This is an optimization exercise on Yosys and OpenROAD, whose aim is small area and a short achievable clock period, not a production implementation. Where RTL was checked, it was by simulation tests only, not by an equivalence proof against the original. No functional check of the RTL was part of run 4. Power figures rest on the tool's default switching activity, not on a simulated workload.

==> flow/design.v <==
module ucsbece154b_victim_cache #(
    parameter int unsigned ADDR_WIDTH = 56,
    parameter int unsigned LINE_WIDTH = 128,
    parameter int unsigned NR_ENTRIES = 8
) (
    input   logic                   clk_i,
    input   logic                   rst_ni,
    input   logic                   flush_i,
    input   logic                   en_i,
    input   logic [ADDR_WIDTH-1:0]  raddr_i,
    output  logic [LINE_WIDTH-1:0]  rdata_o,
    output  logic                   hit_o,
    input   logic                   we_i,
    input   logic [ADDR_WIDTH-1:0]  waddr_i,
    input   logic [LINE_WIDTH-1:0]  wdata_i
);
localparam int OFFSET_WIDTH = LINE_WIDTH/32;
localparam int TAG_SIZE = ADDR_WIDTH - OFFSET_WIDTH;
localparam int N = NR_ENTRIES;
logic [TAG_SIZE-1:0] rtag, wtag;
assign rtag = raddr_i[OFFSET_WIDTH +: TAG_SIZE];
assign wtag = waddr_i[OFFSET_WIDTH +: TAG_SIZE];
/*verilator lint_off UNUSED*/
wire unused = (|raddr_i[OFFSET_WIDTH-1:0])|(|waddr_i[OFFSET_WIDTH-1:0]);
/*verilator lint_on UNUSED*/
logic [N-1:0][LINE_WIDTH-1:0] data_q;
logic [N-1:0][TAG_SIZE-1:0]   tag_q;
logic [N-1:0]                 valid_q;
logic [N-1:0][N-1:0]          older_q;
logic [N-1:0] match_n, match, sel;
for (genvar g = 0; g < N; g++) begin : g_cmp
    ucsbece154b_victim_cache_cmp u_cmp (
        .valid_i(valid_q[g]), .tag_i(tag_q[g]), .rtag_i(rtag), .match_no(match_n[g])
    );
end
assign match = ~match_n;
ucsbece154b_victim_cache_selgen #(.N(N)) u_sel (.match_ni(match_n), .sel_o(sel));
assign hit_o = en_i && !(&match_n);
ucsbece154b_victim_cache_rmux #(.W(LINE_WIDTH), .N(N)) u_rmux (
    .sel_i(sel), .data_i(data_q), .data_o(rdata_o)
);
logic [N-1:0][N-1:0] older1, older2;
logic [N-1:0] victim;
logic clear;
assign clear = !rst_ni || flush_i || !en_i;
always_comb begin
    older1 = older_q;
    for (int i = 0; i < N; i++)
        for (int j = i+1; j < N; j++) begin
            if (sel[i]) older1[i][j] = 1'b0;
            if (sel[j]) older1[i][j] = 1'b1;
        end
    for (int i = 0; i < N; i++) begin
        victim[i] = 1'b1;
        for (int j = 0; j < N; j++) begin
            if (j > i && !older1[i][j]) victim[i] = 1'b0;
            if (j < i && older1[j][i]) victim[i] = 1'b0;
        end
    end
    older2 = older1;
    if (we_i)
        for (int i = 0; i < N; i++)
            for (int j = i+1; j < N; j++) begin
                if (victim[i]) older2[i][j] = 1'b0;
                if (victim[j]) older2[i][j] = 1'b1;
            end
end
always_ff @(posedge clk_i) begin
    if (clear) begin
        valid_q <= '0;
        for (int i = 0; i < N; i++)
            for (int j = 0; j < N; j++)
                older_q[i][j] <= 1'b1;
    end else begin
        for (int i = 0; i < N; i++)
            if (we_i && victim[i]) valid_q[i] <= 1'b1;
        older_q <= older2;
    end
end
always_ff @(posedge clk_i) begin
    for (int i = 0; i < N; i++)
        if (we_i && victim[i]) begin
            data_q[i] <= wdata_i;
            tag_q[i] <= wtag;
        end
end
endmodule
module ucsbece154b_victim_cache_rmux #(
    parameter int W = 128,
    parameter int N = 8
) (
    input  logic [N-1:0]        sel_i,
    input  logic [N-1:0][W-1:0] data_i,
    output logic [W-1:0]        data_o
);
always_comb begin
    data_o = '0;
    for (int i = 0; i < N; i++)
        data_o = data_o | ({W{sel_i[i]}} & data_i[i]);
end
endmodule
module ucsbece154b_victim_cache_cmp (
    input  logic        valid_i,
    input  logic [51:0] tag_i,
    input  logic [51:0] rtag_i,
    output logic        match_no
);
logic [12:0] ne;
logic [3:0]  eq;
for (genvar g = 0; g < 13; g++) begin : g_eq
    ucsbece154b_victim_cache_ne4 u_ne (.a_i(tag_i[4*g +: 4]), .b_i(rtag_i[4*g +: 4]), .ne_o(ne[g]));
end
for (genvar g = 0; g < 3; g++) begin : g_nor
    ucsbece154b_victim_cache_nor4 u_nor (.a_i(ne[4*g +: 4]), .y_o(eq[g]));
end
assign eq[3] = valid_i && !ne[12];
ucsbece154b_victim_cache_nand4 u_nand (.a_i(eq), .y_o(match_no));
endmodule
module ucsbece154b_victim_cache_ne4 (
    input  logic [3:0] a_i,
    input  logic [3:0] b_i,
    output logic       ne_o
);
assign ne_o = !(&(a_i ~^ b_i));
endmodule
module ucsbece154b_victim_cache_nor4 (
    input  logic [3:0] a_i,
    output logic       y_o
);
assign y_o = !(|a_i);
endmodule
module ucsbece154b_victim_cache_nand4 (
    input  logic [3:0] a_i,
    output logic       y_o
);
assign y_o = !(&a_i);
endmodule
module ucsbece154b_victim_cache_selgen #(
    parameter int N = 8
) (
    input  logic [N-1:0] match_ni,
    output logic [N-1:0] sel_o
);
always_comb begin
    for (int i = 0; i < N; i++) begin
        sel_o[i] = !match_ni[i];
        for (int j = 0; j < i; j++)
            if (!match_ni[j]) sel_o[i] = 1'b0;
    end
end
endmodule
==> flow/flow/run.sh <==
#!/bin/bash
# Layout flow: the standard synthesis unchanged, then the standard ORFS steps with
# small port buffers, a clock tree of small clkbuf_4 leaf clusters without dummy
# loads, and timing repair that aims past the bare constraint.
set -euo pipefail
bash standard.sh synth > synth_make.log 2>&1
bash standard.sh \
  "BUFFER_PORTS_ARGS=-buffer_cell sky130_fd_sc_hd__buf_1" \
  "CTS_ARGS=-sink_clustering_enable -repair_clock_nets -dont_use_dummy_load -sink_clustering_size 10 -sink_clustering_max_diameter 35 -buf_list sky130_fd_sc_hd__clkbuf_4" \
  SETUP_SLACK_MARGIN=14.0 \
  finish > layout_make.log 2>&1
==> flow/standard.sh <==
#!/bin/bash
# synth_recipe.tcl (not shown) runs the flow's synth.tcl, then flattens the netlist and writes it again
# the make line also repeats each setting of config.mk as NAME=value (left out here)
make -C /OpenROAD-flow-scripts/flow DESIGN_CONFIG=/design/flow/config.mk WORK_HOME=/design/flow/orfs CLKGATE_MAP_FILE= SYNTH_SCRIPT=/design/flow/synth_recipe.tcl "${@:-finish}"
==> flow/config.mk <==
export PLATFORM = sky130hd
export DESIGN_NAME = ucsbece154b_victim_cache
export DESIGN_NICKNAME = ucsbece154b_victim_cache
export VERILOG_FILES = /design/flow/design.v
export SDC_FILE = /design/flow/constraint.sdc
export NUM_CORES = 4
export LEC_CHECK = 0
export CAP_MARGIN = 20
export CORE_MARGIN = 2
export CORE_UTILIZATION = 65
export SLEW_MARGIN = 20
export SYNTH_HIERARCHICAL = 1
export SYNTH_MINIMUM_KEEP_SIZE = 0
==> flow/constraint.sdc <==
create_clock -name core_clock -period 28.0 [get_ports {clk_i}]
set_input_delay 5.6000 -clock core_clock [delete_from_list [all_inputs] [get_ports {clk_i}]]
set_output_delay 5.6000 -clock core_clock [all_outputs]
set_load 0.01 [all_outputs]
==> run notes, run 1 <==
The met3 usage is between 7 and 8%. The number of antenna violations at the first check in global routing came out at 30. The number of nets in the synthesized netlist is roughly 3200.

The power density over cell area came out at about 60 nW/um^2. Summed over all instances, the cell type with the most area after synthesis is sky130_fd_sc_hd__edfxtp_1. The number of setup violations in the final report came out at 0. The most common cell in the synthesized netlist is sky130_fd_sc_hd__edfxtp_1. Global routing used between 40% and 50% of the available met1 tracks. The net count of the finished layout is between 3000 and 4000. The data arrival at the endpoint of the critical path is approximately 8400 ps. The number of maximum-capacitance violations is 0. The count of state elements after synthesis is around 1500.

The number of flops mapped to enable cells by yosys is 1440. The cell count after synthesis came out at 2956. ~370 I/O pins were placed. The share of cells above drive strength 1 came out at between 10% and 20%. The number of global-route vias before repair is slightly below 30000. The cell area that synthesis handed to floorplanning was between 50000 and 60000 um^2. The first-pass GRT wire length came out at around 190000 um. The count of buffers inserted at the top-level ports is 365. The delay of the slowest critical-path stage is ~450 ps. The area of the placeable core is roughly 85000 um^2.

TritonCTS built the clock tree. The largest buffer count on any clock path is 3. Buffers inserted during clock tree synthesis total approximately 200. The initial cell density of the core came out at between 60% and 70%.

met2 is the most crowded layer. The slowest stage of the critical path belongs to the cell sky130_fd_sc_hd__nor4_4. The sum of overflow across all layers after global routing came out at 0. After synthesis, flip-flops and latches occupy 79.2% of the total area. The most critical setup path has its startpoint at raddr_i[26].

By startpoint and endpoint, the worst setup path is classified as primary input to primary output. The final worst slack came out at 14030 ps. Between clock sinks in the finished design, the worst skew comes to between 100 and 150 ps. The worst setup path is launched from a primary input. The path class of the tightest hold or removal check is register to register.

The clock transition at the registers of the reported paths is 70 ps. The worst setup path is captured at a primary output. Along the worst path, the maximum fanout reaches a little under 60. The detailed-route DRC error count came out at 0. The routed wire length came out at 134000 um. The routed wire length per instance came out at 28.9 um. The accumulated negative setup slack came out at 0 ps. The layout-stage area growth over the synthesis result is 8.57%. CTS built an H-tree with a depth of 4. The post-route clock period utilization came out at around 50%. The die span in y is slightly below 300 um. The endpoint required time on the critical path is between 20000 and 25000 ps. The total vias in the final route came out at 29800.

Setup repair after global routing could not meet its margin everywhere. The cell that appears most often on the critical path is sky130_fd_sc_hd__nand4_1. The pin count of the biggest net entering global routing came out at between 100 and 150.

The post-synthesis async set-or-reset flop share came out at 0%. The die area came out at between 80000 and 90000 um^2. The count of cell types in the netlist is between 50 and 60. The latest clock arrival within the worst-skew pair came out at around 1200 ps. The leakage power total is roughly 18 nW. The number of hold buffers added after CTS was 0. The run finished with no timing, DRC or antenna violations.

For this run, the number of Yosys warnings is 9. The worst vdd rail ir drop came out at between 0.03 and 0.04 mV. For this run, the total global-route usage over all layers was measured as 30.0%. Measured along the x axis, the die boundary spans about 300 um.

The first detailed-routing pass ran for 5 iterations. The remaining antenna violation count is 0. The slew of the pin with the lowest slew margin is 1140 ps.

The maximum frequency from static timing analysis is slightly above 70 MHz. Counting instances in the post-synthesis netlist gives the leading cell types as sky130_fd_sc_hd__edfxtp_1 (1440), sky130_fd_sc_hd__a22oi_1 (512), sky130_fd_sc_hd__xnor2_1 (416), sky130_fd_sc_hd__nand4_1 (243), sky130_fd_sc_hd__buf_6 (89). The met2 usage came out at about 48%. The tree built by TritonCTS fans out to between 1000 and 1500 sinks. The final weighted congestion of routability-driven global placement came out at 0.810.

The share of the synthesized area in the top cell type is 77.9%. The placed wire-length estimate after detailed placement is approximately 66000 um. Row generation in the floorplan step produced 107 rows. The headroom to the max-slew limit is around a quarter. The clock root buffer is sky130_fd_sc_hd__clkbuf_4.

The final hold violation count came out at 0. The worst path needs about 14000 ps of the cycle, external delays included. The startpoint identified for the worst register-to-register timing path is tag_q[89].

The final-report max-slew violation count came out at 0. In the post-synthesis netlist, the biggest area contributors are sky130_fd_sc_hd__edfxtp_1 (78%), sky130_fd_sc_hd__a22oi_1 (6.9%), sky130_fd_sc_hd__xnor2_1 (6.6%). The routed via count divided by cell count is 6.43. The starting DRC count in detailed routing came out at 2313. The average instance area after synthesis is roughly 19 um^2. The startpoint identified for the worst hold timing path is valid_q[6]. The worst-case setup slack after placement came out at between 10000 and 15000 ps. Traced cell by cell, the critical path runs through buf_2 -> xnor2_1 -> nand4_1 -> nor4_4 -> nand4_1 -> buf_4 -> nor3b_4 -> buf_12 -> buf_12 -> a22oi_1 -> nand4_1 -> buf_1. For this run, the leading register cell type out of synthesis is sky130_fd_sc_hd__edfxtp_1.
[registers in the layout (all words and copies together) (netlist names)]
name and cells:
tag_q 416, valid_q 8, older_q 28, data_q 1024
[kinds of logic after synthesis]
group / count (synthesis) / synth area share, %
flops: 1476 / 79.2
compound gates: 576 / 7.68
simple gates: 360 / 4.38
xor+xnor: 416 / 6.57
buf+inv: 128 / 2.14
[critical path, delay by kind of cell]
kind | cells | cell delay [ps]
XOR/XNOR | 1 | 160
buffers and inverters | 5 | 1220
AO/OA/AOI/OAI | 1 | 130
AND/OR/NAND/NOR | 5 | 1140
[Yosys stat by module, one instance, submodules excluded, a selection]
module / area (um^2) / flip-flops and latches / times used / cells inside
ucsbece154b_victim_cache_nand4: 6.26 / 0 / 8 / 1
ucsbece154b_victim_cache_nor4: 12.5 / 0 / 24 / 1
ucsbece154b_victim_cache: 44900 / 1476 / 1 / 1632
ucsbece154b_victim_cache_cmp: 13.8 / 0 / 8 / 1
ucsbece154b_victim_cache_ne4: 41.3 / 0 / 104 / 5
[through the flow]
stage / util [%] / cell area [um^2] / power (mW) / std cells / hold slack [ps]
4_1_cts: 70.5 / 59800 / 3.55 / 4601 / 475
5_1_grt: 70.9 / 60200 / 3.64 / 4628 / 496
2_1_floorplan: - / 55500 / 2.56 / 2956 / 441
6_report: 71.0 / 60200 / 3.52 / 4639 / 472
3_3_place_gp: 67.8 / 57500 / 2.61 / 4375 / 447
3_5_place_dp: 67.8 / 57500 / 2.62 / 4375 / 458
[final cells by class]
cell class,count,area (um^2)
clock buffer,195,1460
multi-input combinational,1353,10700
inverter,9,72.6
timing repair inverter,2,20.0
sequential,1476,44000
tap,1144,1430
timing repair buffer,431,2480
fill,5523,24600
antenna,29,72.6
[cell usage in the layout, fill, tap and decap left out, types with 8 or more instances in the layout]
| cell type | Yosys | layout |
|---|---|---|
| sky130_fd_sc_hd__edfxtp_1 | 1440 | 1440 |
| sky130_fd_sc_hd__a22oi_1 | 512 | 483 |
| sky130_fd_sc_hd__xnor2_1 | 416 | 414 |
| sky130_fd_sc_hd__buf_1 | 1 | 292 |
| sky130_fd_sc_hd__nand4_1 | 243 | 243 |
| sky130_fd_sc_hd__clkbuf_4 | 0 | 198 |
| sky130_fd_sc_hd__buf_4 | 4 | 43 |
| sky130_fd_sc_hd__dfxtp_1 | 36 | 36 |
| sky130_fd_sc_hd__clkbuf_2 | 0 | 31 |
| sky130_fd_sc_hd__diode_2 | 0 | 29 |
| sky130_fd_sc_hd__a22oi_2 | 0 | 29 |
| sky130_fd_sc_hd__buf_2 | 21 | 29 |
| sky130_fd_sc_hd__nor2_1 | 31 | 27 |
| sky130_fd_sc_hd__nor2b_1 | 20 | 20 |
| sky130_fd_sc_hd__nor4_4 | 1 | 17 |
| sky130_fd_sc_hd__o21ai_0 | 13 | 13 |
| sky130_fd_sc_hd__o21ai_1 | 13 | 13 |
| sky130_fd_sc_hd__buf_16 | 0 | 11 |
| sky130_fd_sc_hd__o21a_1 | 9 | 9 |
| sky130_fd_sc_hd__nor4_2 | 25 | 9 |
| sky130_fd_sc_hd__buf_12 | 0 | 9 |
| sky130_fd_sc_hd__nor2b_4 | 8 | 8 |
[metal layers]
| layer | vias to the layer above | share of wire, % |
|---|---|---|
| met1 | 15100 | 38 |
| met3 | 288 | 9.6 |
| li1 | 13100 | - |
| met4 | 24 | 3.6 |
| met2 | 1327 | 48 |
| met5 | - | 0.12 |
[where the power goes]
part,switching [mW],internal [mW]
combinational,0.0787,0.0356
sequential,0.00771,2.45
clock,0.631,0.318
total,0.717,2.80
[final timing paths]
kind	depth (start not counted)	slack, ps	to
hold / removal	1	470	valid_q[6]
setup / recovery	12	14030	rdata_o[35]
setup reg to reg	13	22180	data_q[24]
hold reg to reg	1	470	valid_q[6]
[what timing repair did]
| action | CTS | global route |
|---|---|---|
| resized for setup | 97 | 86 |
| pin swaps | 11 | 9 |
| cloned | 12 | 7 |
| endpoints found under the setup margin | 128 | 128 |
| buffers inserted | 19 | 2 |
==> inputs of run 2 (changes only) <==
--- a/flow/flow/run.sh
+++ b/flow/flow/run.sh
@@ -6,6 +6,6 @@
 bash standard.sh synth > synth_make.log 2>&1
 bash standard.sh \
   "BUFFER_PORTS_ARGS=-buffer_cell sky130_fd_sc_hd__buf_1" \
-  "CTS_ARGS=-sink_clustering_enable -repair_clock_nets -dont_use_dummy_load -sink_clustering_size 10 -sink_clustering_max_diameter 35 -buf_list sky130_fd_sc_hd__clkbuf_4" \
+  "CTS_ARGS=-sink_clustering_enable -repair_clock_nets -dont_use_dummy_load -sink_clustering_size 10 -sink_clustering_max_diameter 60 -buf_list sky130_fd_sc_hd__clkbuf_4" \
   SETUP_SLACK_MARGIN=14.0 \
   finish > layout_make.log 2>&1
==> run 2 against run 1 <==
  * Wire length rose by 0.94%
  * Critical endpoint is now rdata_o[4]
  * Clock-buffer cell count down 30
  * Fmax fell by 0.47%
  * Register-to-register slack got worse by 80 ps
  * Cell count fell by 0.84%
  * Total power decreased by 1.5%
==> run notes, run 2 <==
In this run the critical register-to-register path is captured at data_q[34]. In the layout the commonest cells are sky130_fd_sc_hd__edfxtp_1 (1440), sky130_fd_sc_hd__a22oi_1 (469), sky130_fd_sc_hd__xnor2_1 (416). The buffer and inverter count on the worst path is 3. For this design the ratio of total power to cell area is a little under 60 nW/um^2. The top flip-flop cell by instance count after synthesis is sky130_fd_sc_hd__edfxtp_1.

The top cell family by delay on the critical path is simple AND/OR/NAND/NOR gates. The capture point of the critical path is rdata_o[4]. Setup violations remaining at the end of the flow were counted as 0. The clock reaches the later pin of the worst-skew pair after 1110 ps. VDD sags by at most between 0.04 and 0.05 mV. The layout-stage area growth over the synthesis result came out at 8.23%.

The met3 usage is 7.29%. The final hold violation count came out at 0. The H-tree depth is 4. Global routing consumed, on the met2 layer, 48.0% of the routing resources.

The post-route netlist has between 10% and 20% of its cells at a drive strength greater than 1. The width of the die is 296 um. The instance count after placement with tap cells included came out at roughly 4400. The die is 296 um tall. The portion of the post-synthesis area used by sequential elements came out at around four fifths. The share of the synthesized area in the top cell type came out at approximately 78%.

After synthesis, the cell types taking the most area are sky130_fd_sc_hd__edfxtp_1 (78%), sky130_fd_sc_hd__a22oi_1 (6.9%), sky130_fd_sc_hd__xnor2_1 (6.6%). The area of the placeable core came out at between 80000 and 90000 um^2. Among all cell types in the netlist, the one instantiated most often is sky130_fd_sc_hd__edfxtp_1.

The total cell area at the placement stage is 57500 um^2. The first-pass GRT wire length came out at 188000 um. The register-to-register setup slack is around 22000 ps.

During synthesis, Yosys emitted a total of 9 warnings. By startpoint and endpoint, the worst setup path is classified as primary input to primary output. The final-report max-slew violation count came out at 0. The critical path crosses 11 cells after its start point. The final weighted congestion of routability-driven global placement came out at roughly 0.8.

The startpoint identified for the worst register-to-register timing path is tag_q[136]. After detailed routing, the total wire length is 135000 um. The final-layout fill cell count is approximately 5500.

The headroom to the max-slew limit is around 29%. The accumulated negative setup slack is 0 ps. Counting flops with an async set or reset pin after synthesis yields a share of 0%. The number of global-route vias before repair was between 20000 and 30000. The final total power is between 3 and 4 mW. The busiest layer in global routing is met2. The leakage power total came out at approximately 18 nW. TritonCTS built the clock tree. The count of cell types in the netlist came out at between 50 and 60.

The total of hold buffers inserted after clock tree synthesis is 0. The origin of the worst setup path is raddr_i[41]. The worst-path maximum fanout is 34. The number of optimization iterations in the first detailed-route pass came out at 5. At the worst endpoint, the arrival time is 8440 ps. Buffers inserted during clock tree synthesis total about 170. The cell area after synthesis came out at roughly 55000 um^2. A synthesized cell averages about 19 um^2. The cell repeated most along the worst path is sky130_fd_sc_hd__nand4_1.

The die covers 87700 um^2. STA classifies the critical path endpoint as a primary output. The final net count is 3684. The global routing met1 resource utilization is about two fifths. Traced cell by cell, the critical path runs through buf_2 -> xnor2_1 -> nand4_1 -> nor4_4 -> nand4_1 -> nand4b_1 -> nor2_4 -> clkbuf_16 -> a22oi_1 -> nand4_1 -> buf_1.

The flow ran to the end and the layout has no timing, DRC or antenna violations. The number of cells on the worst reg-to-reg path is 14. Timing would allow up to roughly 71 MHz. The sink count of the clock tree came out at 1476. The most flop-heavy register is data_q. The pin count of the biggest net entering global routing came out at about 140. The tree is rooted in a sky130_fd_sc_hd__clkbuf_4.

The clock transition at the registers of the reported paths came out at around 110 ps. For the pin with the worst max-slew slack, the measured transition is 1070 ps. The cell count after synthesis is 2956. The initial utilization of the core area, before any placement, comes to 65.4%.

The largest registers in the layout are data_q (1024), tag_q (416), older_q (28). Summing over every cut layer, the via total after detailed routing is ~30000. The number of flops mapped to enable cells by yosys is around 1400.

Global routing consumed, over all layers together, between 20% and 30% of the routing resources. The number of cells in the finished layout apart from fillers came out at 4600. The remaining antenna violation count is 0. The post-route clock period utilization is 50.1%. The final design area excluding fillers came out at around 60000 um^2. After detailed routing, the number of remaining DRC violations is 0. The routed via count divided by cell count came out at about 6.5. The largest buffer count on any clock path came out at 3. The worst setup path is launched from a primary input. The placed wire-length estimate after detailed placement came out at 66400 um. Leaving out fill and tap cells, the most frequent cell in the layout is sky130_fd_sc_hd__edfxtp_1. STA puts the critical path data required time at around 22000 ps. The worst setup skew after layout is about 88 ps.

After global routing the overflow that remains totals 0. Max-cap violations in this run came to 0. During placement, the flow inserted port buffers numbering between 300 and 400. Setup repair after global routing could not meet its margin everywhere. The number of flip-flops under the largest register name came out at 1024.

Row generation in the floorplan step produced approximately 110 rows. For this run, the share of the core covered by cells in the final layout is 70.8%. The starting DRC count in detailed routing is around 2400. The routed wire length per instance is ~30 um. The number of antenna violations at the first check in global routing came out at 27. The count of state elements after synthesis is about 1500. The tightest min-delay check is of the register to register type. The worst path in the final design needs a cycle of approximately 14000 ps, including I/O delays and setup. When the netlist entered floorplanning its net count stood at roughly 3200. The delay of the slowest critical-path stage came out at between 400 and 500 ps. By count the netlist is led by sky130_fd_sc_hd__edfxtp_1 (1440), sky130_fd_sc_hd__a22oi_1 (512), sky130_fd_sc_hd__xnor2_1 (416), sky130_fd_sc_hd__nand4_1 (243), sky130_fd_sc_hd__buf_6 (89). 374 I/O pins were placed. The worst-path cell with the longest stage delay is sky130_fd_sc_hd__nor4_4.

sky130_fd_sc_hd__edfxtp_1 takes more of the synthesized area than any other cell.
[run 2: cell type report]
type	instances	area, um^2	area share (%)
diodes	19	47.5	0.0792
clock buffers	165	1240	2.06
multi-input cells	1353	10800	18.0
repair inverters	2	25.0	0.0417
repair buffers	432	2480	4.13
flip-flops and latches	1476	44000	73.2
well taps	1144	1430	2.38
inverters	9	72.6	0.121
[run 2: logic make-up after synthesis]
kind of cell | synth area share, %
flops | 79.2
buf+inv | 2.14
compound gates | 7.68
xor+xnor | 6.57
simple gates | 4.38
[run 2: modules after synthesis, one instance, submodules excluded, excerpt]
| module | cells inside | times used | area (um^2) |
|---|---|---|---|
| ucsbece154b_victim_cache_ne4 | 5 | 104 | 41.3 |
| ucsbece154b_victim_cache_cmp | 1 | 8 | 13.8 |
| ucsbece154b_victim_cache_nor4 | 1 | 24 | 12.5 |
| ucsbece154b_victim_cache_nand4 | 1 | 8 | 6.26 |
| ucsbece154b_victim_cache | 1632 | 1 | 44900 |
[run 2: worst min-delay path by stage]
stage,startpoint,to,cells after the start
detailed placement,valid_q[1],valid_q[1],1
CTS,valid_q[1],valid_q[1],1
finish,valid_q[6],valid_q[6],1
floorplan,valid_q[0],valid_q[0],1
global placement,valid_q[2],valid_q[2],1
global route,valid_q[1],valid_q[1],1
[run 2: per-stage QoR]
stage / hold slack, ps / worst slack [ps]
after floorplan: 441 / 14200
after detailed placement: 458 / 12440
final: 483 / 13960
after CTS: 484 / 13970
after global routing: 505 / 13960
after global placement: 447 / 12510
[run 2: what timing repair did]
action,CTS,global route
endpoints found under the setup margin,128,128
resized for setup,79,109
cloned,9,12
buffers inserted,16,4
pin swaps,13,9
[run 2: power by group]
part	internal, mW	switching (mW)	leakage [nW]
clock network	0.271	0.626	0.759
logic	0.0349	0.0786	3.71
registers	2.45	0.00773	13.3
[run 2: routing by layer]
layer / wire (um) / vias up
li1: - / 13000
met2: 66000 / 1353
met5: 205 / -
met1: 52100 / 15200
met3: 13100 / 242
met4: 3850 / 30
==> inputs of run 3 (changes only) <==
--- a/flow/design.v
+++ b/flow/design.v
@@ -36,8 +36,20 @@
 assign match = ~match_n;
 ucsbece154b_victim_cache_selgen #(.N(N)) u_sel (.match_ni(match_n), .sel_o(sel));
 assign hit_o = en_i && !(&match_n);
-ucsbece154b_victim_cache_rmux #(.W(LINE_WIDTH), .N(N)) u_rmux (
-    .sel_i(sel), .data_i(data_q), .data_o(rdata_o)
+localparam int H = LINE_WIDTH/2;
+logic [N-1:0] sel_hi;
+logic [N-1:0][H-1:0] data_lo, data_hi;
+always_comb
+    for (int i = 0; i < N; i++) begin
+        data_lo[i] = data_q[i][H-1:0];
+        data_hi[i] = data_q[i][LINE_WIDTH-1:H];
+    end
+ucsbece154b_victim_cache_selgen #(.N(N)) u_sel_hi (.match_ni(match_n), .sel_o(sel_hi));
+ucsbece154b_victim_cache_rmux #(.W(H), .N(N)) u_rmux_lo (
+    .sel_i(sel), .data_i(data_lo), .data_o(rdata_o[H-1:0])
+);
+ucsbece154b_victim_cache_rmux #(.W(H), .N(N)) u_rmux_hi (
+    .sel_i(sel_hi), .data_i(data_hi), .data_o(rdata_o[LINE_WIDTH-1:H])
 );
 logic [N-1:0][N-1:0] older1, older2;
 logic [N-1:0] victim;
--- a/flow/flow/run.sh
+++ b/flow/flow/run.sh
@@ -6,6 +6,6 @@
 bash standard.sh synth > synth_make.log 2>&1
 bash standard.sh \
   "BUFFER_PORTS_ARGS=-buffer_cell sky130_fd_sc_hd__buf_1" \
-  "CTS_ARGS=-sink_clustering_enable -repair_clock_nets -dont_use_dummy_load -sink_clustering_size 10 -sink_clustering_max_diameter 60 -buf_list sky130_fd_sc_hd__clkbuf_4" \
+  "CTS_ARGS=-sink_clustering_enable -repair_clock_nets -dont_use_dummy_load -sink_clustering_size 10 -sink_clustering_max_diameter 35 -buf_list sky130_fd_sc_hd__clkbuf_4" \
   SETUP_SLACK_MARGIN=14.0 \
   finish > layout_make.log 2>&1
==> run 3 against run 2 <==
  * Clock power rose by 4.9%
  * Largest power group unchanged
  * Still clean
  * Wire length down 2.3%
  * Largest cell class unchanged
  * Core utilization rose by 0.46 points
  * Fmax is 0.53% higher
  * Critical path type unchanged
==> run notes, run 3 <==
The flow ran to the end and the layout has no timing, DRC or antenna violations. The register with the most flip-flops in the layout has between 1000 and 1500 of them. Leaving out fill and tap cells, the most frequent cells in the layout are sky130_fd_sc_hd__edfxtp_1 (1440), sky130_fd_sc_hd__a22oi_1 (503), sky130_fd_sc_hd__xnor2_1 (408).

In this run the worst path has a maximum fanout of 32. The first global-routing pass estimated about 190000 um of wire. The total cell area at the placement stage came out at roughly 58000 um^2. In this run, CTS created clock tree buffers numbering roughly 190.

Cells with a size suffix above 1 make up between 10 and 15% of the layout. Entering global routing, the biggest net connects between 100 and 150 pins. The latest clock arrival within the worst-skew pair is 1120 ps. The final-report max-slew violation count came out at 0.

The part of the power in registers came out at a little over two thirds. In the routed layout, each cell is associated on average with a via count of 6.43. The classification of the worst setup path is primary input to primary output.

The internal power summed over all cells is about 2.8 mW. The leading cell type in the layout, fill and taps excluded is sky130_fd_sc_hd__edfxtp_1. At the end of the flow, the number of nets in the layout was approximately 3700. In this run the worst hold path is classified as register to register. The endpoint required time on the critical path came out at around 22000 ps. The maximum frequency from static timing analysis came out at 71.6 MHz. The nature of the critical path startpoint is a primary input. The delay of the slowest critical-path stage came out at between 400 and 500 ps. The clock network burns a little over a quarter of the power. The power density over cell area came out at 58.0 nW/um^2. The largest area contributor in the netlist is sky130_fd_sc_hd__edfxtp_1. The type of element capturing the critical path is a primary output. The top-level I/O count came out at between 300 and 400.

The accumulated negative setup slack is 0 ps. The remaining antenna violation count is 0. Yosys printed 9 warnings.

The number of cells in the finished layout apart from fillers is 4656. The mapped netlist covers roughly 56000 um^2. The clock transition at the registers of the reported paths is approximately 70 ps. The final critical path takes up about 50% of the cycle. The post-synthesis async set-or-reset flop share is 0%. The detailed-route DRC error count came out at 0. The number of global-route vias before repair came out at about 30000. The routed design uses 64700 um of met2 wire. The layout-stage area growth over the synthesis result came out at 8.77%.

The number of antenna violations at the first check in global routing came out at 26. After the first detailed-routing iteration, the DRC count stood at between 2000 and 3000. Counting stages on the worst path, the most repeated cell is sky130_fd_sc_hd__nand4_1. Summed over all nets, the switching power comes to approximately 700 uW. In this run switching power makes up 20.4% of total power.

The routed wire length per instance came out at ~28 um. The number of flops mapped to enable cells by yosys came out at around 1400. The final design area excluding fillers came out at 60500 um^2.

The clock net in this run drives a total of approximately 1500 sinks. The time the final worst path needs with I/O delays and setup is ~14000 ps. On the critical path, the stage with the largest delay is an instance of sky130_fd_sc_hd__nor4_4.

The instance count after placement with tap cells included is between 4000 and 5000. In this run the tightest slew margin relative to its limit is between 20% and 30%. Ranked by instance count, the synthesized netlist is headed by sky130_fd_sc_hd__edfxtp_1 (1440), sky130_fd_sc_hd__a22oi_1 (512), sky130_fd_sc_hd__xnor2_1 (416), sky130_fd_sc_hd__nand4_1 (243), sky130_fd_sc_hd__buf_6 (100). The die covers 88000 um^2. For this configuration, the core starts out at a cell density of 65.5%. The sum of overflow across all layers after global routing came out at 0. The placed wire-length estimate after detailed placement is around 69000 um. For this design the static power due to leakage is between 15 and 20 nW. The number of setup violations in the final report is 0. The detailed router used layers up to and including met5. The total vias in the final route is 30000. The portion of the post-synthesis area used by sequential elements is a little under 80%. The clock root buffer is sky130_fd_sc_hd__clkbuf_4.

The die span in y is between 200 and 300 um. In this run the horizontal extent of the chip is between 200 and 300 um. The count of cell types in the netlist came out at between 50 and 60. The largest registers in the layout are data_q (1024), tag_q (416), older_q (28). For this run, the detailed router's first-pass iteration total came to 5.

The worst setup skew after layout is about 100 ps. Traced cell by cell, the critical path runs through clkbuf_4 -> xnor2_1 -> nand4_1 -> nor4_4 -> nand4_1 -> buf_4 -> inv_6 -> buf_16 -> nor3b_4 -> buf_12 -> clkbuf_16 -> a22oi_1 -> nand4_1 -> buf_1. TritonCTS built the clock tree.

The length of routed wiring on met1 is between 50000 and 60000 um. By area the synthesized netlist is led by sky130_fd_sc_hd__edfxtp_1 (78%), sky130_fd_sc_hd__a22oi_1 (6.9%), sky130_fd_sc_hd__xnor2_1 (6.5%). The share of the synthesized area in the top cell type came out at just under 80%. Each instance of the synthesized netlist takes up on average about 19 um^2.

The fraction of power consumed by combinational cells is under 10%. By instance count, the leading cell after synthesis is sky130_fd_sc_hd__edfxtp_1. Ranked by flip-flop count, first place goes to data_q. Routability-driven placement finished with a final weighted congestion of 0.818. Counting every instance in the synthesized netlist gives slightly below 3000. The number of nets in the synthesized netlist came out at ~3200.

The region available for standard cell placement spans about 85000 um^2. STA puts the critical path data arrival time at roughly 8400 ps. The count of state elements after synthesis is between 1000 and 1500. The worst vdd rail ir drop came out at between 0.04 and 0.05 mV. The count of standard-cell rows is between 100 and 150. The final hold violation count came out at 0. Max-cap violations in this run came to 0.

The count of buffers inserted at the top-level ports came out at about 370. The largest buffer count on any clock path is 3. The H-tree depth is 4. The critical path contains buffers and inverters numbering 7 combined. Among all flip-flop cells after synthesis, the most frequent one is sky130_fd_sc_hd__edfxtp_1. The cell family contributing the most delay on the critical path is buffers and inverters. The routed design has roughly 130000 um of wire. The slew of the pin with the lowest slew margin is around 1100 ps.

The routed wire length on met3 came out at ~12000 um. Setup repair after global routing could not meet its margin everywhere. Global routing used ~30% of the available tracks across all layers.
-- run 3: changes by cell type after synthesis, moves of 4 or more --
| cell | previous run | this run |
|---|---|---|
| sky130_fd_sc_hd__nor2_1 | 31 | 35 |
| sky130_fd_sc_hd__buf_4 | 4 | 13 |
| sky130_fd_sc_hd__buf_2 | 21 | 1 |
| sky130_fd_sc_hd__buf_6 | 89 | 100 |
-- run 3: power by group through the flow --
stage | combinational, mW | clock, mW | sequential (mW)
after floorplan | 0.0463 | 0 | 2.51
after global placement | 0.106 | 0 | 2.51
after detailed placement | 0.111 | 0 | 2.51
after CTS | 0.114 | 0.966 | 2.46
after global routing | 0.125 | 1.04 | 2.46
final | 0.114 | 0.942 | 2.46
-- run 3: logic make-up after synthesis --
| family | Yosys count | share of synthesized area [%] |
|---|---|---|
| AOI/OAI and AO/OA | 576 | 7.66 |
| xor gates and xnor gates | 416 | 6.55 |
| buffers and inverters | 129 | 2.31 |
| DFF | 1476 | 79.0 |
| and+or+nand+nor | 371 | 4.50 |
-- run 3: timing repair --
item,in CTS,in global routing
pin swaps,14,20
endpoints found under the hold margin,0,0
gates resized for setup,125,100
cloned,4,14
buffers inserted,18,8
setup endpoints to repair,128,122
hold buffers,0,0
-- run 3: worst paths after layout --
kind / startpoint / to / slack (ps) / depth (start not counted)
setup reg to reg: tag_q[354] / data_q[903] / 22100 / 12
hold / removal: valid_q[7] / valid_q[7] / 480 / 1
hold reg to reg: valid_q[7] / valid_q[7] / 480 / 1
setup / recovery: raddr_i[43] / rdata_o[83] / 14040 / 14
-- run 3: worst reg2reg max path, stage by stage, from the launching register on --
cell                       delay [ps]
sky130_fd_sc_hd__edfxtp_1         420
sky130_fd_sc_hd__xnor2_2          130
sky130_fd_sc_hd__nand4_1          230
sky130_fd_sc_hd__nor4_4           510
sky130_fd_sc_hd__nand4_1          140
sky130_fd_sc_hd__buf_4            190
sky130_fd_sc_hd__nor3_4           320
sky130_fd_sc_hd__buf_6            410
sky130_fd_sc_hd__nor2b_1          130
sky130_fd_sc_hd__nor4_1           490
sky130_fd_sc_hd__and4_4           840
sky130_fd_sc_hd__buf_4            820
sky130_fd_sc_hd__buf_4            860
-- run 3: Yosys stat by module (local to each module, per instance), excerpt --
module                          flops+latches  times used  cells
ucsbece154b_victim_cache_nand4              0           8      1
ucsbece154b_victim_cache_nor4               0          24      1
ucsbece154b_victim_cache                 1476           1   1632
ucsbece154b_victim_cache_cmp                0           8      1
ucsbece154b_victim_cache_ne4                0         104      5
-- run 3: metal layers --
| metal | global-route usage, % | vias to the layer above |
|---|---|---|
| li1 | - | 13100 |
| met1 | 39.0 | 15200 |
| met2 | 47.3 | 1319 |
| met3 | 7.37 | 258 |
| met4 | 10.0 | 28 |
| met5 | 0 | - |
-- run 3: cell type report --
type | instances | area (um^2)
fillers | 5497 | 24500
diodes | 21 | 52.6
clock buffers | 191 | 1430
inverters | 10 | 77.6
multi-input cells | 1365 | 10800
well taps | 1144 | 1430
flip-flops and latches | 1476 | 44000
repair buffers | 449 | 2760
-- run 3: stage by stage --
| step | setup WS, ps | hold WS, ps | power (mW) | util, % |
|---|---|---|---|---|
| floorplan | 14210 | 441 | 2.56 | - |
| finish | 14040 | 481 | 3.51 | 71.2 |
| CTS | 14000 | 477 | 3.54 | 70.3 |
| global route | 13940 | 500 | 3.63 | 71.2 |
| global placement | 12420 | 448 | 2.61 | 67.9 |
| detailed placement | 12400 | 459 | 2.62 | 67.9 |
==> inputs of run 4 (changes only) <==
==> flow/design.v (replaced) <==
module ucsbece154b_victim_cache #(
    parameter int unsigned ADDR_WIDTH = 56,
    parameter int unsigned LINE_WIDTH = 128,
    parameter int unsigned NR_ENTRIES = 8
) (
    input   logic                   clk_i,
    input   logic                   rst_ni,
    input   logic                   flush_i,
    input   logic                   en_i,
    input   logic [ADDR_WIDTH-1:0]  raddr_i,
    output  logic [LINE_WIDTH-1:0]  rdata_o,
    output  logic                   hit_o,
    input   logic                   we_i,
    input   logic [ADDR_WIDTH-1:0]  waddr_i,
    input   logic [LINE_WIDTH-1:0]  wdata_i
);
localparam OFFSET_WIDTH = LINE_WIDTH/32;  
localparam TAG_SIZE = ADDR_WIDTH - LINE_WIDTH/32;  
logic [TAG_SIZE-1:0] rtag, wtag;
assign rtag = raddr_i[OFFSET_WIDTH +: TAG_SIZE];  
assign wtag = waddr_i[OFFSET_WIDTH +: TAG_SIZE];
/*verilator lint_off UNUSED*/
wire unused = (|raddr_i[OFFSET_WIDTH-1:0])|(|waddr_i[OFFSET_WIDTH-1:0]);
/*verilator lint_on UNUSED*/
typedef logic [$clog2(NR_ENTRIES)-1:0] way_index_t;
logic [NR_ENTRIES-1:0][LINE_WIDTH-1:0] data_d, data_q;
logic [NR_ENTRIES-1:0][TAG_SIZE-1:0] tag_d, tag_q;
way_index_t [NR_ENTRIES-1:0] lrup_d, lrup_q;  
way_index_t [NR_ENTRIES-1:0] mrup_d, mrup_q;  
logic [NR_ENTRIES-1:0] valid_d, valid_q;
way_index_t lru_d, lru_q, mru_d, mru_q;
function automatic void lru_bump(input way_index_t way);
    if (way != mru_d) begin
        if (way == lru_d) lru_d = mrup_d[way];
        else mrup_d[lrup_d[way]] = mrup_d[way];
        lrup_d[mrup_d[way]] = lrup_d[way];
        lrup_d[way] = mru_d;
        mrup_d[mru_d] = way;
        mru_d = way;
    end
endfunction
always_comb begin
    rdata_o = 'x;
    hit_o = 1'b0;
    lru_d = lru_q;
    mru_d = mru_q;
    data_d = data_q;
    tag_d = tag_q;
    lrup_d = lrup_q;
    mrup_d = mrup_q;
    valid_d = valid_q;
    for (int i = 0; i < NR_ENTRIES; i++) begin
        if (!hit_o && en_i && valid_d[i] && (rtag==tag_d[i])) begin
            hit_o = '1;
            rdata_o = data_d[i];
            lru_bump(way_index_t'(i));
        end
    end
    if (en_i && we_i) begin
        data_d[lru_d] = wdata_i;
        tag_d[lru_d] = wtag;
        valid_d[lru_d] = '1;
        lru_bump(lru_d);
    end
    if (!rst_ni || flush_i || !en_i) begin
        for (int i = 0; i < NR_ENTRIES; i++) begin
            valid_d[i] = 1'b0;
            lrup_d[i] = way_index_t'(i-1);
            mrup_d[i] = way_index_t'(i+1);
        end
        lru_d = '0;
        mru_d = way_index_t'(NR_ENTRIES-1);
    end
end
always_ff @(posedge clk_i) begin
    data_q <= data_d;
    tag_q <= tag_d;
    lrup_q <= lrup_d;
    mrup_q <= mrup_d;
    valid_q <= valid_d;
    lru_q <= lru_d;
    mru_q <= mru_d;
end
endmodule
==> flow/run.sh (new file) <==
#!/bin/bash
# synth_recipe.tcl (not shown) runs the flow's synth.tcl, then flattens the netlist and writes it again
# the make line also repeats each setting of config.mk as NAME=value (left out here)
make -C /OpenROAD-flow-scripts/flow DESIGN_CONFIG=/design/flow/config.mk WORK_HOME=/design/flow/orfs CLKGATE_MAP_FILE= SYNTH_SCRIPT=/design/flow/synth_recipe.tcl finish
--- a/flow/config.mk
+++ b/flow/config.mk
@@ -7,7 +7,5 @@
 export LEC_CHECK = 0
 export CAP_MARGIN = 20
 export CORE_MARGIN = 2
-export CORE_UTILIZATION = 65
+export CORE_UTILIZATION = 40
 export SLEW_MARGIN = 20
-export SYNTH_HIERARCHICAL = 1
-export SYNTH_MINIMUM_KEEP_SIZE = 0
removed: flow/flow/run.sh
removed: flow/standard.sh
==> run 4 against run 3 <==
  * Still clean on timing, DRC and antenna
  * Synthesized cell count rose to 3.4 times the previous value
  * Global-route usage increased by 11 points
  * Cell count rose to 3.1 times the previous value
  * Total power is 63% higher
  * Combinational power rose to 6.4 times the previous value
  * Critical path type is now primary input to register
  * Largest power group unchanged
==> run notes, run 4 <==
The flow ran to the end and the layout has no timing, DRC or antenna violations. The library cell used most frequently in the layout, excluding fill and tap cells, is sky130_fd_sc_hd__nand2_1. The clock transition at the registers of the reported paths came out at roughly 60 ps. In the synthesized netlist the dominant register cell turns out to be sky130_fd_sc_hd__edfxtp_1. The detail route stage leaves a number of antenna-violating nets equal to 0. For this block, the initial DRC count from the detailed router was 15500.

TritonCTS built the clock tree. STA classifies the critical path startpoint as a primary input. The mapped netlist covers about 96000 um^2. The detailed-route DRC error count is 0. At the end of the flow, the number of nets in the layout was 11500. At the pin with the least slew margin, the transition time is ~1300 ps.

The number of antenna violations at the first check in global routing came out at just over 50. For this run, the register share of the synthesized area comes to a little under half. The biggest area contributor in the post-synthesis netlist is sky130_fd_sc_hd__edfxtp_1. The most repeated cell in the gate-level netlist after synthesis is sky130_fd_sc_hd__nand2_1.

At the end of routability-driven placement, the weighted congestion stood at between 1 and 1.5. The count of state elements after synthesis is ~1500. The net switching share of the total power is around 28%.

The number of nets handed over by synthesis was between 10000 and 15000. The startpoint identified for the worst register-to-register timing path is tag_q[38]. The number of gates given a new drive strength after cts came out at 0. Counting stages on the worst path, the most repeated cell is sky130_fd_sc_hd__ha_1. Among all stages on the critical path, the largest delay is contributed by sky130_fd_sc_hd__xnor2_1. Dividing the detail-routed wire length by the instance count gives roughly 35 um. During I/O placement, the number of pins put on the boundary was about 370. The number of flip-flops under the largest register name came out at slightly above 1000. For this configuration, the core starts out at a cell density of around 40%.

The H-tree depth is 4. The placed wire-length estimate after detailed placement is between 300000 and 400000 um. The total of hold buffers inserted after clock tree synthesis came out at 0. Across every metal layer, demand over resource in global routing totals approximately 40%. The TritonCTS buffer count came out at ~180. The headroom to the max-slew limit came out at ~11%. The worst setup skew after layout came out at between 100 and 150 ps. The share of cells above drive strength 1 is between 10% and 20%. The worst-case IR drop observed on VDD is between 0.05 and 0.06 mV. The number of cells on the worst reg-to-reg path is 68. The post-route clock period utilization came out at 90.2%.

The origin of the worst setup path is raddr_i[44]. The count of standard-cell rows is between 150 and 200. STA puts the critical path data arrival time at between 20000 and 30000 ps. The power density over cell area came out at a little under 50 nW/um^2. The die area came out at approximately 240000 um^2.

Data on the critical path is required at its endpoint by about 29000 ps. The worst path in the final design needs a cycle of roughly 25000 ps, including I/O delays and setup. The commonest cells after synthesis are sky130_fd_sc_hd__nand2_1 (1468), sky130_fd_sc_hd__edfxtp_1 (1440), sky130_fd_sc_hd__o21ai_0 (956), sky130_fd_sc_hd__nor2_1 (763), sky130_fd_sc_hd__clkbuf_1 (627).

The delay of the slowest critical-path stage is between 800 and 900 ps. Setup repair after global routing left no endpoint under its margin. The critical path in this run is classified as primary input to register. The register-to-register setup slack came out at approximately 7900 ps. The accumulated negative setup slack is 0 ps.

Ranked by total cell area, the synthesized netlist is headed by sky130_fd_sc_hd__edfxtp_1 (45%), sky130_fd_sc_hd__nand2_1 (5.7%), sky130_fd_sc_hd__a22o_1 (5.5%). The width of the die came out at around 490 um. The largest registers in the layout are data_q (1024), tag_q (416). The routed wire length came out at approximately 500000 um. The post-CTS setup buffer count is 0. The sink count of the clock tree is 1502. The clock passes through at most 3 buffers.

The capture point of the critical path is tag_q[167]. The latest clock arrival within the worst-skew pair came out at a little over 900 ps. Of all nets on the critical path, the largest fanout is 17.

The cell sitting at the root of the clock tree is a sky130_fd_sc_hd__clkbuf_16. Based on the critical path, the design can be clocked at up to between 30 and 40 MHz. The area of the placeable core came out at about 240000 um^2. For this run, the number of Yosys warnings is 1. Setup violations remaining at the end of the flow were counted as 0.

The routed via count divided by cell count came out at 6.65. The die span in y is slightly below 500 um. The count of buffers inserted at the top-level ports is roughly 370. The internal power summed over all cells came out at just over 4 mW. The first-pass GRT wire length is between 700000 and 800000 um. The final hold violation count came to 0. The finished layout holds roughly 14000 standard cells, fillers aside. The cell count after synthesis came out at roughly 10000.

The part of the power in registers came out at 46.1%. The number of optimization iterations in the first detailed-route pass came out at 8. After layout, the design draws a total of between 5 and 6 mW. The number of global-route vias before repair was about 90000. In the layout the commonest cells are sky130_fd_sc_hd__nand2_1 (1461), sky130_fd_sc_hd__edfxtp_1 (1440), sky130_fd_sc_hd__buf_4 (1197). The average instance area after synthesis came out at 9.46 um^2. The worst register-to-register path ends at tag_q[167]. Summing over every cut layer, the via total after detailed routing is between 90000 and 100k. From synthesis to final layout, the design area changed by 23.4%. Max-cap violations in this run came to 0. The final-report max-slew violation count is 0. Summed over all nets, the switching power comes to between 1.5 and 2 mW.

The post-synthesis async set-or-reset flop share came out at 0%. The clock share of power is between 40 and 50%. More flip-flops sit in one register than any other, and that register is data_q. The sum of overflow across all layers after global routing came out at 0.

The leakage power total came out at around 44 nW. STA classifies the critical path endpoint as a register. The count of cell types in the netlist came out at about 140. The number of flops mapped to enable cells by yosys is 1440. Summed over its instances, the top area cell type makes up a little under half of the synthesized netlist area. The instance count after placement with tap cells included is roughly 14000. The fraction of power consumed by combinational cells is 12.7%. The worst min-delay path category is register to register. The pin count of the biggest net entering global routing came out at 181.
-- run 4: cell count changes in the layout (fill, tap and decap cells not counted), moves of 148 or more --
cell	before	now
sky130_fd_sc_hd__a22oi_1	503	123
sky130_fd_sc_hd__nand2_1	5	1461
sky130_fd_sc_hd__a21oi_1	5	617
sky130_fd_sc_hd__clkdlybuf4s50_1	0	362
sky130_fd_sc_hd__clkbuf_16	10	175
sky130_fd_sc_hd__buf_4	41	1197
sky130_fd_sc_hd__buf_1	285	0
sky130_fd_sc_hd__nand3_1	2	289
sky130_fd_sc_hd__o21ai_0	13	952
sky130_fd_sc_hd__a22o_1	0	603
sky130_fd_sc_hd__clkbuf_4	204	0
sky130_fd_sc_hd__a32o_1	0	520
sky130_fd_sc_hd__buf_12	14	162
sky130_fd_sc_hd__nor2_1	27	753
-- run 4: worst max-delay path: cells and delay by family --
family / cells / cell delay (ps)
adder cells (fa/ha/maj): 9 / 2350
AO/OA/AOI/OAI: 23 / 6920
multiplexers: 5 / 1690
AND/OR/NAND/NOR: 19 / 5400
buffers and inverters: 16 / 3110
XOR/XNOR: 1 / 830
-- run 4: per-layer routing --
metal / vias up / global-route usage (%) / routed length (um)
met4: 54 / 18.0 / 26800
met2: 6268 / 57.1 / 210000
met5: - / 0.313 / 475
met1: 48100 / 56.1 / 209000
met3: 978 / 11.4 / 60900
li1: 40800 / - / -
-- run 4: worst min-delay path by stage --
stage	start	end	slack (ps)	cells after the start
detailed placement	valid_q[4]	valid_q[4]	510	2
global route	valid_q[4]	valid_q[4]	560	2
CTS	valid_q[4]	valid_q[4]	520	2
global placement	valid_q[4]	valid_q[4]	500	2
finish	valid_q[4]	valid_q[4]	520	2
floorplan	valid_q[6]	valid_q[6]	440	2
-- run 4: metrics by stage --
step           hold WS (ps)  utilization [%]  setup WS (ps)  area (um^2)
2_1_floorplan           437                -           3740        96100
3_5_place_dp            509             47.3           2530       113000
6_report                525             49.7           2750       119000
3_3_place_gp            501             47.3           2660       113000
5_1_grt                 556             49.7           2100       119000
4_1_cts                 525             49.7           3330       118000
-- run 4: kinds of logic (layout without fill, tap and decap cells) --
| family | after synthesis | after routing | share of synthesized area (%) |
|---|---|---|---|
| compound gates | 3500 | 3500 | 25.9 |
| xor+xnor | 406 | 406 | 3.81 |
| fa+ha+maj | 110 | 110 | 1.44 |
| buf+inv | 1097 | 2211 | 4.49 |
| flops | 1502 | 1502 | 46.3 |
| mux | 203 | 203 | 2.32 |
| other cells | 0 | 11 | 0 |
| simple gates | 3343 | 3343 | 15.8 |
-- run 4: layout make-up --
class                      instances  area [um^2]
fill                           22300       120000
multi-input combinational       7562        47700
sequential                      1502        44500
timing repair buffer            1727        15900
clock buffer                     209         4540
tap                             3167         3960
clock inverter                   116         1280
inverter                         159          622
antenna                           11         27.5
-- run 4: power groups by stage --
stage          logic (mW)  clock network [mW]  registers, mW
2_1_floorplan       0.356                   0           2.72
3_3_place_gp        0.698                   0           2.68
3_5_place_dp        0.699                   0           2.68
4_1_cts             0.702                2.37           2.64
5_1_grt             0.753                2.46           2.64
6_report            0.725                2.36           2.64

[separate check: timing with driven ports]
Ports are ideal in the flow. The routed layouts listed here were re-timed in OpenROAD.
Step 1 sets driving cells, clkbuf_16 on the clock port and buf_2 on the other inputs (assumed; they add their load-dependent delay and slew).
Step 2 adds t to the input delays and takes it off the output delays; t is the mean of the earliest and latest rising clock arrival at the registers after step 1. Input paths then give back, and output paths get back, about the clock's delay inside the block.
Slacks: ideal ports / drivers / drivers and shift; pairs: ideal ports / drivers.
| run | t (ns) | setup WS [ns] | worst setup path after step 2 |
|---|---|---|---|
| run 1 | 1.163 | 14.030 / 14.005 / 14.005 | input to output |
| run 2 | 1.130 | 13.963 / 13.940 / 13.940 | input to output |
| run 3 | 1.128 | 14.037 / 14.002 / 14.002 | input to output |
| run 4 | 0.960 | 2.747 / 2.826 / 1.866 | input to register |
After both steps setup and hold are still met in every run listed. For run 4, which loses most, drivers alone change the setup slack by +0.079 ns; drivers and shift together by -0.881 ns.
